Background: an optimization exercise with open tools, aiming at small area, a short achievable clock period and few clock cycles per item. Do not read the settings as production practice.
In this exercise RTL edits were held to simulation tests only and were not proved equivalent to the original.

==> flow/design.v (outline; a module is shown in full before it is edited, if it fits) <==
// module mod_add: 12 lines
// module mod_sub: 12 lines
// module mul_cs: 872 lines
// module modq_fold1: 116 lines
// module modq_fold2: 99 lines
// module modq_addsub: 149 lines
// module g1_rom: 265 lines
// module ntt_core: 192 lines
// module ntt256: 20 lines
module ntt256 (
    input  wire        clk,
    input  wire        rst_n,
    input  wire        start,
    output wire        done,
    output wire [7:0]  ram_addr_a,
    output wire        ram_we_a,
    output wire [23:0] ram_wdata_a,
    input  wire [23:0] ram_rdata_a,
    output wire [7:0]  ram_addr_b,
    output wire        ram_we_b,
    output wire [23:0] ram_wdata_b,
    input  wire [23:0] ram_rdata_b
);
  // ...
==> flow/run.sh <==
#!/bin/bash
# synth_recipe.tcl (not shown) runs the flow's synth.tcl, then flattens the netlist and writes it again
# the make line also repeats each setting of config.mk as NAME=value (left out here)
make -C /OpenROAD-flow-scripts/flow DESIGN_CONFIG=/design/flow/config.mk WORK_HOME=/design/flow/orfs CLKGATE_MAP_FILE= SYNTH_SCRIPT=/design/flow/synth_recipe.tcl finish
==> flow/config.mk <==
export PLATFORM = sky130hd
export DESIGN_NAME = ntt256
export DESIGN_NICKNAME = ntt256
export VERILOG_FILES = /design/flow/design.v
export SDC_FILE = /design/flow/constraint.sdc
export NUM_CORES = 4
export LEC_CHECK = 0
export CAP_MARGIN = 20
export CORE_MARGIN = 2
export CORE_UTILIZATION = 40
export SETUP_SLACK_MARGIN = 3
export SLEW_MARGIN = 20
export SYNTH_MEMORY_MAX_BITS = 8192
==> flow/constraint.sdc <==
create_clock -name core_clock -period 10.0 [get_ports {clk}]
set_input_delay 2.0000 -clock core_clock [delete_from_list [all_inputs] [get_ports {clk}]]
set_output_delay 2.0000 -clock core_clock [all_outputs]
set_load 0.01 [all_outputs]
==> out/results.tsv, run 1 <==
stage	metric	value	unit
clock_network	H-tree depth	3	
status	status	complete, no violations	
cells_and_area	Nets	5878	
cells_and_area	Design Area, Final	50700	µm²
drt	via density per instance	5.98	
clock_network	clock buffer depth	3	
timing	Peak Freq	176	MHz
drt	Wirelength per Cell	24.9	µm
logic_synthesis	mux cell area share after synthesis	0.0268	
cells_and_area	Non-CTS buffers	220	
logic_synthesis	post-synthesis cell count	5282	
worst_setup_path	critical path type	flop to flop	
worst_setup_path	Crit. Startpoint	u_ntt.e[1]	
min_path	hold worst-path end	u_ntt.u3[16]	
logic_synthesis	complex-gate fraction of the synthesized area	0.225	
placed_design	placed insts	6655	
timing	crit share post-route	0.568	
grt	first-pass GRT wire length	251000	µm
drt	drt total wl	169000	µm
cells_and_area	count of non-CTS inverters in the layout	510	
floorplan	row count	124	
cells_and_area	number of fill cells in the layout	11100	
floorplan	Die W	343	µm
Testbench counts, summed over its fixed seeds: cycles 18,720, ntts 18.
==> inputs of run 2 (changes only) <==
--- a/flow/config.mk
+++ b/flow/config.mk
@@ -8,6 +8,6 @@
 export CAP_MARGIN = 20
 export CORE_MARGIN = 2
 export CORE_UTILIZATION = 40
-export SETUP_SLACK_MARGIN = 3
+export SETUP_SLACK_MARGIN = 5
 export SLEW_MARGIN = 20
 export SYNTH_MEMORY_MAX_BITS = 8192
==> out/results.tsv, run 2 <==
stage	metric	value	unit	change
status	status	complete, no violations		
logic_synthesis	Post-synth top cells	500 x inv_1, 470 x nand2_1, 448 x dfxtp_1		
timing	Final Max Tran Viols	0		
worst_setup_path	reg-to-reg startpoint	u_ntt.e[1]		
grt	Congestion Overflow GR	0		
worst_setup_path	critical path type	flop to flop		
logic_synthesis	Synth area leaders	dfxtp_1 20%, fa_1 11%, ha_1 9.6%, xnor2_1 6.2%, edfxtp_1 6.0%		
worst_setup_path	crit path launch type	flop		
worst_setup_path	Setup crit end	u_ntt.w[10]		
cells_and_area	number of fill cells in the layout	11100		-0.0090%
timing	worst slew pin tran	1230	ps	
logic_synthesis	post-synthesis cell count	5282		unchanged
worst_setup_path	r2r endpoint	u_ntt.w[10]		
logic_synthesis	prevailing post-synth register cell	dfxtp_1		
placed_design	placed insts	6655		unchanged
clock_network	H-tree depth	3		unchanged
clock_network	clock sinks	570		
logic_synthesis	Synth Warn #	2		
cells_and_area	Post-Layout Cell Count	6781		
cells_and_area	synth-to-layout area growth	10.7	%	
worst_setup_path	Worst Path Required	10480	ps	
drt	DR vias	40500		
logic_synthesis	ys async rst share	0.0526		
worst_setup_path	r2r setup slk	5030	ps	
logic_synthesis	Synth area leader	dfxtp_1		
worst_setup_path	CP max FO	28		
floorplan	core area	114000	µm²	
clock_network	Root Buffer	clkbuf_16		
drt	initial drt markers	4728		
cells_and_area	Nets	5878		unchanged
worst_setup_path	r2r worst-path depth	12		
drt	via density per instance	5.97		-0.18%
cells_and_area	most frequent cells in the layout	499 x inv_1, 469 x nand2_1, 442 x dfxtp_1		
clock_network	clock buffer depth	3		unchanged
floorplan	die area	117000	µm²	
cells_and_area	leading registers by flop count	u_ntt.ms (46), u_ntt.prod (46), u_ntt.mc (45)		
timing	crit share post-route	0.497		-0.0710
placed_design	port bufs	113		
timing	setup violators final	0		
timing	Hold Vio Cnt, Final	0		
logic_synthesis	count of cell types in the netlist	93		
job	max cap viols	0		
timing	final setup TNS	0	ps	
placed_design	post-DP HPWL	119000	µm	
logic_synthesis	flop and latch count out of synthesis	570		
min_path	HP Class	flop to flop		
cells_and_area	fin util	0.445		
logic_synthesis	post-synth design cell area	45900	µm²	
drt	First-pass DRT Iterations	6		
grt	Total Routing Usage GR	0.281		
grt	largest net degree at the start of global routing	184		
drt	Antenna Nets Post-Route	0		
floorplan	starting density of the core	0.402		
grt	first-pass GRT wire length	251000	µm	unchanged
timing	Setup Skew	29.2	ps	
placed_design	RD Place Congestion	1.04		
worst_setup_path	Critical Path Sink Type	flop		
cells_and_area	commonest non-fill, non-tap cell in the layout	inv_1		
drt	drt total wl	169000	µm	about the same
timing	Slew headroom	0.177		
worst_setup_path	Crit. Startpoint	u_ntt.e[1]		
logic_synthesis	EDFF count, synth	92		
floorplan	io pins	118		
logic_synthesis	count leader, synth	inv_1		
drt	DRC	0		
logic_synthesis	average size of a mapped cell	8.69	µm²	
clock_network	clk latency of the worst-skew pair	640	ps	
worst_setup_path	critical path data arrival time	5450	ps	
grt	initial antenna violation count	8		
drt	Wirelength per Cell	24.9	µm	about the same
timing	RSZ-0062 raised after global routing	false		
cells_and_area	share of cells above drive strength 1	0.0663		
clock_network	CTS tree	yes		
timing	Peak Freq	201	MHz	+14%
timing	fin crit period	4970	ps	
logic_synthesis	sequential area share after synthesis	0.272		
clock_network	Inserted Clock Buffers	67		
clock_network	clk slew on worst S/H paths	60	ps	
floorplan	row count	124		unchanged
grt	vias in the first global route	39100		
floorplan	Die W	343	µm	unchanged
floorplan	die height	343	µm	
timing	Hold Slack	313	ps	
logic_synthesis	post-synth top area share	0.195		
## run 2: cell count changes in the layout (fill, tap and decap cells not counted), sizes merged
cell      delta
clkinv       -2
clkinvlp     +2
diode        +1
## run 2: per-stage QoR
step,worst slack (ps),instance area (µm²)
5_1_grt,5010,50800
2_1_floorplan,5700,45900
3_3_place_gp,4650,48400
4_1_cts,5080,50700
6_report,5030,50800
3_5_place_dp,4730,48400
## run 2: worst min path at each step
stage | cells past startpoint | endpoint | slack (ps) | startpoint
final | 0 | u_ntt.u3[16] | 310 | u_ntt.u2[16]
after global routing | 0 | u_ntt.u1[7] | 320 | u_ntt.u[7]
after CTS | 0 | u_ntt.u3[16] | 310 | u_ntt.u2[16]
after detailed placement | 0 | u_ntt.u2[0] | 310 | u_ntt.u1[0]
after global placement | 0 | u_ntt.u1[9] | 310 | u_ntt.u[9]
after floorplan | 0 | u_ntt.u1[0] | 310 | u_ntt.u[0]
## run 2: layout make-up
| class | instances | area (µm²) | share of cell area |
|---|---|---|---|
| antenna | 3 | 7.51 | 0.000148 |
| clock buffer | 88 | 1860 | 0.0366 |
| clock inverter | 35 | 454 | 0.00895 |
| inverter | 510 | 1920 | 0.0379 |
| multi-input combinational | 3843 | 30200 | 0.594 |
| sequential | 570 | 12500 | 0.246 |
| tap | 1512 | 1890 | 0.0373 |
| timing repair buffer | 220 | 1970 | 0.0388 |
## run 2: metal layers
metal | up-vias | GRT usage | part of all wire
li1 | 18300 | - | -
met1 | 19400 | 0.376 | 0.41
met2 | 2198 | 0.435 | 0.44
met3 | 509 | 0.0576 | 0.095
met4 | 8 | 0.128 | 0.053
met5 | - | 0 | 0.00031
## run 2: timing repair
item	4_1_cts	5_1_grt
cloned	0	0
gates resized for setup	1	6
hold buffers	0	0
setup buffers	0	0
setup endpoints to repair	4	16
## run 2: critical path, cell delays in order, from the launching register on
cell and delay (ps):
dfxtp_1 300, buf_4 430, clkinvlp_4 620, ha_1 480, buf_4 290, clkinv_1 350
nand2_1 620, a21oi_1 340, o31ai_1 590, a211oi_1 150, a21oi_1 160, nor2_1 80
a21oi_1 380
## run 2: cells by family after synthesis
logic type | after synthesis | share of synthesized area
adder cells (fa/ha/maj) | 618 | 0.211
buffers and inverters | 870 | 0.0719
AO/OA/AOI/OAI | 1556 | 0.225
flip-flops | 570 | 0.272
other | 1 | 0.0000817
XOR/XNOR | 419 | 0.0805
multiplexers | 81 | 0.0268
AND/OR/NAND/NOR | 1167 | 0.112
==> inputs of run 3 (changes only) <==
==> flow/flow/run.sh (new file) <==
#!/bin/bash
# Standard layout (the standard.sh), with timing repair aiming for 7 ns of setup slack.
set -euo pipefail
bash standard.sh SETUP_SLACK_MARGIN=7 finish > standard_flow.log 2>&1
==> flow/standard.sh (new file) <==
#!/bin/bash
# synth_recipe.tcl (not shown) runs the flow's synth.tcl, then flattens the netlist and writes it again
# the make line also repeats each setting of config.mk as NAME=value (left out here)
make -C /OpenROAD-flow-scripts/flow DESIGN_CONFIG=/design/flow/config.mk WORK_HOME=/design/flow/orfs CLKGATE_MAP_FILE= SYNTH_SCRIPT=/design/flow/synth_recipe.tcl "${@:-finish}"
removed: flow/run.sh
==> out/results.tsv, run 3 <==
stage	metric	value	unit	change
clock_network	clock sinks	570		unchanged
worst_setup_path	worst path cell trace	nand2b_1 -> o21ai_4 -> buf_12 -> buf_4 -> nand2_1 -> xor2_2 -> fa_2 -> fa_2 -> inv_1 -> fa_2 -> fa_1 -> inv_1 -> fa_1		
grt	Congestion Overflow GR	0		unchanged
logic_synthesis	Synth Warn #	2		unchanged
floorplan	row count	124		unchanged
floorplan	die height	343	µm	unchanged
clock_network	Inserted Clock Buffers	68		+1.5%
cells_and_area	Design Area, Final	61600	µm²	+21%
timing	Hold Vio Cnt, Final	0		unchanged
timing	RSZ-0062 raised after global routing	true		
timing	setup violators final	0		unchanged
timing	Setup Skew	39.2	ps	+9.94 ps
worst_setup_path	CP max FO	9		-68%
logic_synthesis	prevailing post-synth register cell	dfxtp_1		
cells_and_area	Post-Layout Cell Count	7226		+6.6%
cells_and_area	leading registers by flop count	u_ntt.ms (46), u_ntt.prod (46), u_ntt.mc (45)		
logic_synthesis	Synth area leader	dfxtp_1		
grt	vias in the first global route	42300		+8.2%
cells_and_area	synth-to-layout area growth	34.2	%	
logic_synthesis	Synth area leaders	dfxtp_1 20%, fa_1 11%, ha_1 9.6%, xnor2_1 6.2%, edfxtp_1 6.0%		
logic_synthesis	count of cell types in the netlist	93		unchanged
logic_synthesis	ys async rst share	0.0526		unchanged
worst_setup_path	Critical Path Sink Type	flop		
grt	Total Routing Usage GR	0.308		+0.0274
drt	Antenna Nets Post-Route	0		unchanged
timing	worst slew pin tran	949	ps	-281 ps
cells_and_area	commonest non-fill, non-tap cell in the layout	nand2_1		
drt	Wirelength per Cell	26.3	µm	+5.9%
worst_setup_path	critical path type	flop to flop		
clock_network	CTS Hold Bufs	0		unchanged
clock_network	CTS tree	yes		
worst_setup_path	crit path launch type	flop		
drt	First-pass DRT Iterations	8		+2
logic_synthesis	EDFF count, synth	92		unchanged
timing	crit share post-route	0.387		-0.110
floorplan	starting density of the core	0.402		unchanged
logic_synthesis	post-synth design cell area	45900	µm²	unchanged
grt	initial antenna violation count	9		+1
job	max cap viols	0		unchanged
drt	via density per instance	6.11		+2.3%
placed_design	area post-placement	49300	µm²	+1.9%
grt	first-pass GRT wire length	274000	µm	+9.1%
floorplan	core area	114000	µm²	unchanged
drt	DR vias	44200		+9.1%
logic_synthesis	count leader, synth	inv_1		
logic_synthesis	average size of a mapped cell	8.69	µm²	unchanged
placed_design	placed insts	6641		-0.21%
floorplan	Die W	343	µm	unchanged
drt	initial drt markers	5439		+15%
status	status	complete, no violations		
timing	final setup TNS	0	ps	unchanged
logic_synthesis	sequential area share after synthesis	0.272		unchanged
clock_network	H-tree depth	3		unchanged
placed_design	RD Place Congestion	1.08		+4.4%
timing	Peak Freq	258	MHz	+28%
placed_design	port bufs	113		unchanged
grt	largest net degree at the start of global routing	88		-52%
clock_network	clk latency of the worst-skew pair	630	ps	about the same
timing	Slew headroom	0.367		+0.190
worst_setup_path	critical path data arrival time	4350	ps	-1100 ps
drt	drt total wl	190000	µm	+13%
cells_and_area	most frequent cells in the layout	429 x nand2_1, 406 x inv_1, 341 x buf_4		
floorplan	io pins	118		unchanged
logic_synthesis	flop and latch count out of synthesis	570		unchanged
worst_setup_path	CP max stage cell	fa_2		
clock_network	clk slew on worst S/H paths	60	ps	about the same
drt	DRC	0		unchanged
timing	Final Max Tran Viols	0		unchanged
timing	fin crit period	3870	ps	-1100 ps
clock_network	Root Buffer	clkbuf_16		
cells_and_area	share of cells above drive strength 1	0.324		+0.257
logic_synthesis	post-synth top area share	0.195		unchanged
worst_setup_path	Worst Path Required	10480	ps	about the same
logic_synthesis	Post-synth top cells	500 x inv_1, 470 x nand2_1, 448 x dfxtp_1		
worst_setup_path	CP most frequent cell	fa_2		
worst_setup_path	max incr delay on CP	560	ps	-60 ps
min_path	HP Class	flop to flop		
logic_synthesis	post-synthesis cell count	5282		unchanged
clock_network	clock buffer depth	3		unchanged
placed_design	post-DP HPWL	119000	µm	about the same
floorplan	die area	117000	µm²	unchanged
cells_and_area	Nets	6323		+7.6%
run 3: cell counts after synthesis:
Identical to the previous run, type by type.
run 3: cell families after synthesis:
group / after synthesis / synth area share
XOR/XNOR: 419 / 0.0805
AND/OR/NAND/NOR: 1167 / 0.112
multiplexers: 81 / 0.0268
flip-flops: 570 / 0.272
AO/OA/AOI/OAI: 1556 / 0.225
adder cells (fa/ha/maj): 618 / 0.211
other: 1 / 0.0000817
buffers and inverters: 870 / 0.0719
run 3: cell type report:
type / instances / area [µm²]
tap: 1512 / 1890
multi-input combinational: 3861 / 35600
fill: 9925 / 52500
sequential: 570 / 12800
inverter: 510 / 2060
clock inverter: 32 / 532
antenna: 2 / 5.00
clock buffer: 93 / 1880
timing repair buffer: 646 / 6770
run 3: repair_timing:
| item | CTS | global route |
|---|---|---|
| pin swaps | 254 | 292 |
| endpoints found under the setup margin | 284 | 278 |
| cloned | 25 | 8 |
| resized for setup | 1204 | 499 |
| setup buffers | 275 | 150 |
run 3: final timing paths:
check,startpoint,slack [ps],depth (start not counted),to
setup / recovery,u_ntt.w[4],6130,13,u_ntt.mc[29]
hold reg to reg,u_ntt.u3[17],320,0,u_ntt.u4[17]
setup reg to reg,u_ntt.w[4],6130,13,u_ntt.mc[29]
min in group asynchronous,rst_n,1740,2,u_ntt.t[7]
max in group asynchronous,rst_n,7930,2,u_ntt.ram_addr_b[7]
hold / removal,u_ntt.u3[17],320,0,u_ntt.u4[17]
run 3: metal layers:
metal | track usage | vias to the layer above | part of all wire
li1 | - | 19300 | -
met3 | 0.0780 | 812 | 0.11
met5 | 0 | - | 0.00047
met1 | 0.403 | 21200 | 0.39
met4 | 0.176 | 10 | 0.069
met2 | 0.463 | 2857 | 0.43
run 3: worst max-delay path, delay by kind of cell (launching register included):
family	cells	cell delay, ps
compound gates	1	190
buf+inv	4	470
fa+ha+maj	5	2290
flops	1	340
xor+xnor	1	180
simple gates	2	270
run 3: metrics by stage:
| step | utilization | hold slack [ps] | setup WS [ps] |
|---|---|---|---|
| 6_report | 0.540 | 318 | 6130 |
| 5_1_grt | 0.540 | 311 | 6030 |
| 4_1_cts | 0.509 | 317 | 6130 |
| 3_5_place_dp | 0.432 | 312 | 4690 |
| 3_3_place_gp | 0.432 | 310 | 4690 |
| 2_1_floorplan | - | 310 | 6360 |
==> inputs of run 4 (changes only) <==
==> flow/flow/run.sh (replaced) <==
#!/bin/bash
# Standard layout (the standard.sh), with timing repair aiming for 6 ns of setup slack.
set -euo pipefail
bash standard.sh SETUP_SLACK_MARGIN=6 finish > standard_flow.log 2>&1
==> out/results.tsv, run 4 <==
stage	metric	value	unit	change
cells_and_area	share of cells above drive strength 1	0.103		-0.220
cells_and_area	Post-Layout Cell Count	6839		-5.4%
logic_synthesis	Synth area leaders	dfxtp_1 20%, fa_1 11%, ha_1 9.6%, xnor2_1 6.2%, edfxtp_1 6.0%		
clock_network	clk latency of the worst-skew pair	680	ps	+50 ps
logic_synthesis	post-synthesis cell count	5282		unchanged
timing	Setup Skew	62.4	ps	+23.2 ps
logic_synthesis	sequential area share after synthesis	0.272		unchanged
floorplan	die height	343	µm	unchanged
job	max cap viols	0		unchanged
logic_synthesis	count leader, synth	inv_1		
timing	worst slew pin tran	1220	ps	+275 ps
clock_network	clock sinks	570		unchanged
cells_and_area	leading registers by flop count	u_ntt.ms (46), u_ntt.prod (46), u_ntt.mc (45)		
grt	vias in the first global route	39500		-6.8%
grt	Congestion Overflow GR	0		unchanged
logic_synthesis	prevailing post-synth register cell	dfxtp_1		
cells_and_area	most frequent cells in the layout	491 x inv_1, 462 x nand2_1, 428 x dfxtp_1		
worst_setup_path	Worst Path Required	10550	ps	+70 ps
drt	DR vias	41200		-6.6%
timing	Hold Vio Cnt, Final	0		unchanged
grt	Total Routing Usage GR	0.290		-0.0183
drt	via density per instance	6.03		-1.4%
cells_and_area	commonest non-fill, non-tap cell in the layout	inv_1		
worst_setup_path	critical path data arrival time	4640	ps	+290 ps
logic_synthesis	EDFF count, synth	92		unchanged
floorplan	starting density of the core	0.402		unchanged
timing	Final Max Tran Viols	0		unchanged
floorplan	die area	117000	µm²	unchanged
logic_synthesis	post-synth design cell area	45900	µm²	unchanged
floorplan	core area	114000	µm²	unchanged
clock_network	Inserted Clock Buffers	61		-10%
drt	First-pass DRT Iterations	6		-2
drt	Antenna Nets Post-Route	0		unchanged
drt	drt total wl	175000	µm	-7.9%
clock_network	H-tree depth	2		-1
worst_setup_path	crit path launch type	flop		
placed_design	post-DP HPWL	122000	µm	+2.7%
timing	RSZ-0062 raised after global routing	true		
logic_synthesis	ys async rst share	0.0526		unchanged
timing	Peak Freq	245	MHz	-5.3%
drt	initial drt markers	4895		-10%
worst_setup_path	CP max FO	28		+19
status	status	complete, no violations		
grt	initial antenna violation count	8		-1
clock_network	Root Buffer	clkbuf_16		
worst_setup_path	Critical Path Sink Type	flop		
clock_network	CTS Hold Bufs	0		unchanged
placed_design	port bufs	113		unchanged
logic_synthesis	flop and latch count out of synthesis	570		unchanged
cells_and_area	Nets	5941		-6.0%
timing	final setup TNS	0	ps	unchanged
floorplan	io pins	118		unchanged
logic_synthesis	Synth Warn #	2		unchanged
timing	crit share post-route	0.409		+0.0218
drt	DRC	0		unchanged
logic_synthesis	Post-synth top cells	500 x inv_1, 470 x nand2_1, 448 x dfxtp_1		
clock_network	clk slew on worst S/H paths	70	ps	about the same
grt	first-pass GRT wire length	258000	µm	-5.8%
clock_network	clock buffer depth	3		unchanged
logic_synthesis	count of cell types in the netlist	93		unchanged
placed_design	RD Place Congestion	1.02		-5.7%
placed_design	placed insts	6660		+0.29%
timing	Slew headroom	0.181		-0.186
logic_synthesis	Synth area leader	dfxtp_1		
timing	fin crit period	4090	ps	+218 ps
logic_synthesis	post-synth top area share	0.195		unchanged
worst_setup_path	critical path type	flop to flop		
floorplan	row count	124		unchanged
min_path	HP Class	flop to flop		
timing	setup violators final	0		unchanged
cells_and_area	synth-to-layout area growth	13.8	%	
clock_network	CTS tree	yes		
drt	Wirelength per Cell	25.6	µm	-2.7%
logic_synthesis	average size of a mapped cell	8.69	µm²	unchanged
floorplan	Die W	343	µm	unchanged
grt	largest net degree at the start of global routing	173		+97%
## run 4: changes by cell type in the layout (fill, tap and decap cells not counted), moves of 88 or more
cell | before | now
buf_4 | 341 | 129
buf_6 | 160 | 16
dfxtp_1 | 325 | 428
fa_1 | 157 | 248
fa_2 | 106 | 15
ha_1 | 244 | 332
## run 4: cells by family (layout without fill, tap and decap cells)
logic type / after synthesis / count (layout) / share of synthesized area
buffers and inverters: 870 / 910 / 0.0719
and+or+nand+nor: 1167 / 1169 / 0.112
other: 1 / 4 / 0.0000817
xor gates and xnor gates: 419 / 419 / 0.0805
muxes: 81 / 81 / 0.0268
adders and majority gates: 618 / 618 / 0.211
DFF: 570 / 570 / 0.272
AOI/OAI and AO/OA: 1556 / 1556 / 0.225
## run 4: worst paths after layout
kind	startpoint	endpoint	slack (ps)	cells past startpoint
max	u_ntt.e[1]	u_ntt.w[17]	5910	14
min	u_ntt.u[16]	u_ntt.u1[16]	290	0
max reg2reg	u_ntt.e[1]	u_ntt.w[17]	5910	14
min reg2reg	u_ntt.u[16]	u_ntt.u1[16]	290	0
max in group asynchronous	rst_n	u_ntt.ram_addr_b[7]	7950	2
min in group asynchronous	rst_n	u_ntt.t[7]	1710	2
## run 4: cell type report
type / instances / area [µm²]
Sequential cell: 570 / 12500
Fill cell: 11000 / 61800
Multi-Input combinational cell: 3845 / 30800
Tap cell: 1512 / 1890
Inverter: 510 / 1960
Antenna cell: 2 / 5.00
Clock inverter: 39 / 589
Timing Repair Buffer: 286 / 2750
Clock buffer: 74 / 1670
Timing Repair inverter: 1 / 5.00
## run 4: timing repair
action	CTS	global route
endpoints found under the setup margin	125	104
buffers inserted	19	29
resized for setup	106	142
pin swaps	9	37
cloned	7	8
## run 4: worst max-delay path, cell delays in order (launching register included)
cell      delay [ps]
dfxtp_1          300
buf_6            210
clkinv_1         130
buf_4            350
ha_1             210
buf_4            380
nand2b_1         490
nand2_1          290
o21ai_0          720
a21oi_1          330
nand2_1          150
o211ai_1          90
o21ai_0          110
nor2_1            50
a21oi_1          130
## run 4: per-stage QoR
step                      hold WS (ps)  instance area, µm²  utilization  setup WS (ps)
after floorplan                    310               45900            -           5990
after global placement             310               48500        0.425           4560
after detailed placement           312               48500        0.425           4710
after CTS                          287               51400        0.450           5900
after global routing               289               52200        0.458           5980
final                              292               52200        0.458           5910
## run 4: per-layer routing
layer	wire, µm	track usage	up-vias
met1	72100	0.387	19900
met3	17000	0.0619	531
met4	9570	0.139	8
met2	76600	0.445	2257
li1	-	-	18500
met5	48	0	-

-- what the ideal ports hide --
How much do the figures lean on ideal ports? The routed layouts below were timed once more, with nothing changed but the port constraints.
Step 1 sets driving cells, clkbuf_16 on the clock port and buf_2 on the other inputs (assumed; they add their load-dependent delay and slew).
Step 2 adds t to the input delays and takes it off the output delays; t is the mean of the earliest and latest rising clock arrival at the registers after step 1. Input paths then give back, and output paths get back, about the clock's delay inside the block.
a / b / c = ideal / step 1 / step 2; a / b = the first two.
run	shift t [ns]	slack for setup (ns)	latest minus earliest clock arrival (ns)
run 1	0.691	4.320 / 4.320 / 4.320	0.037 / 0.037
run 2	0.694	5.030 / 5.030 / 5.030	0.038 / 0.039
run 3	0.691	6.131 / 6.131 / 6.131	0.056 / 0.055
run 4	0.721	5.913 / 5.913 / 5.913	0.064 / 0.064
After both steps setup and hold are still met in every run listed.
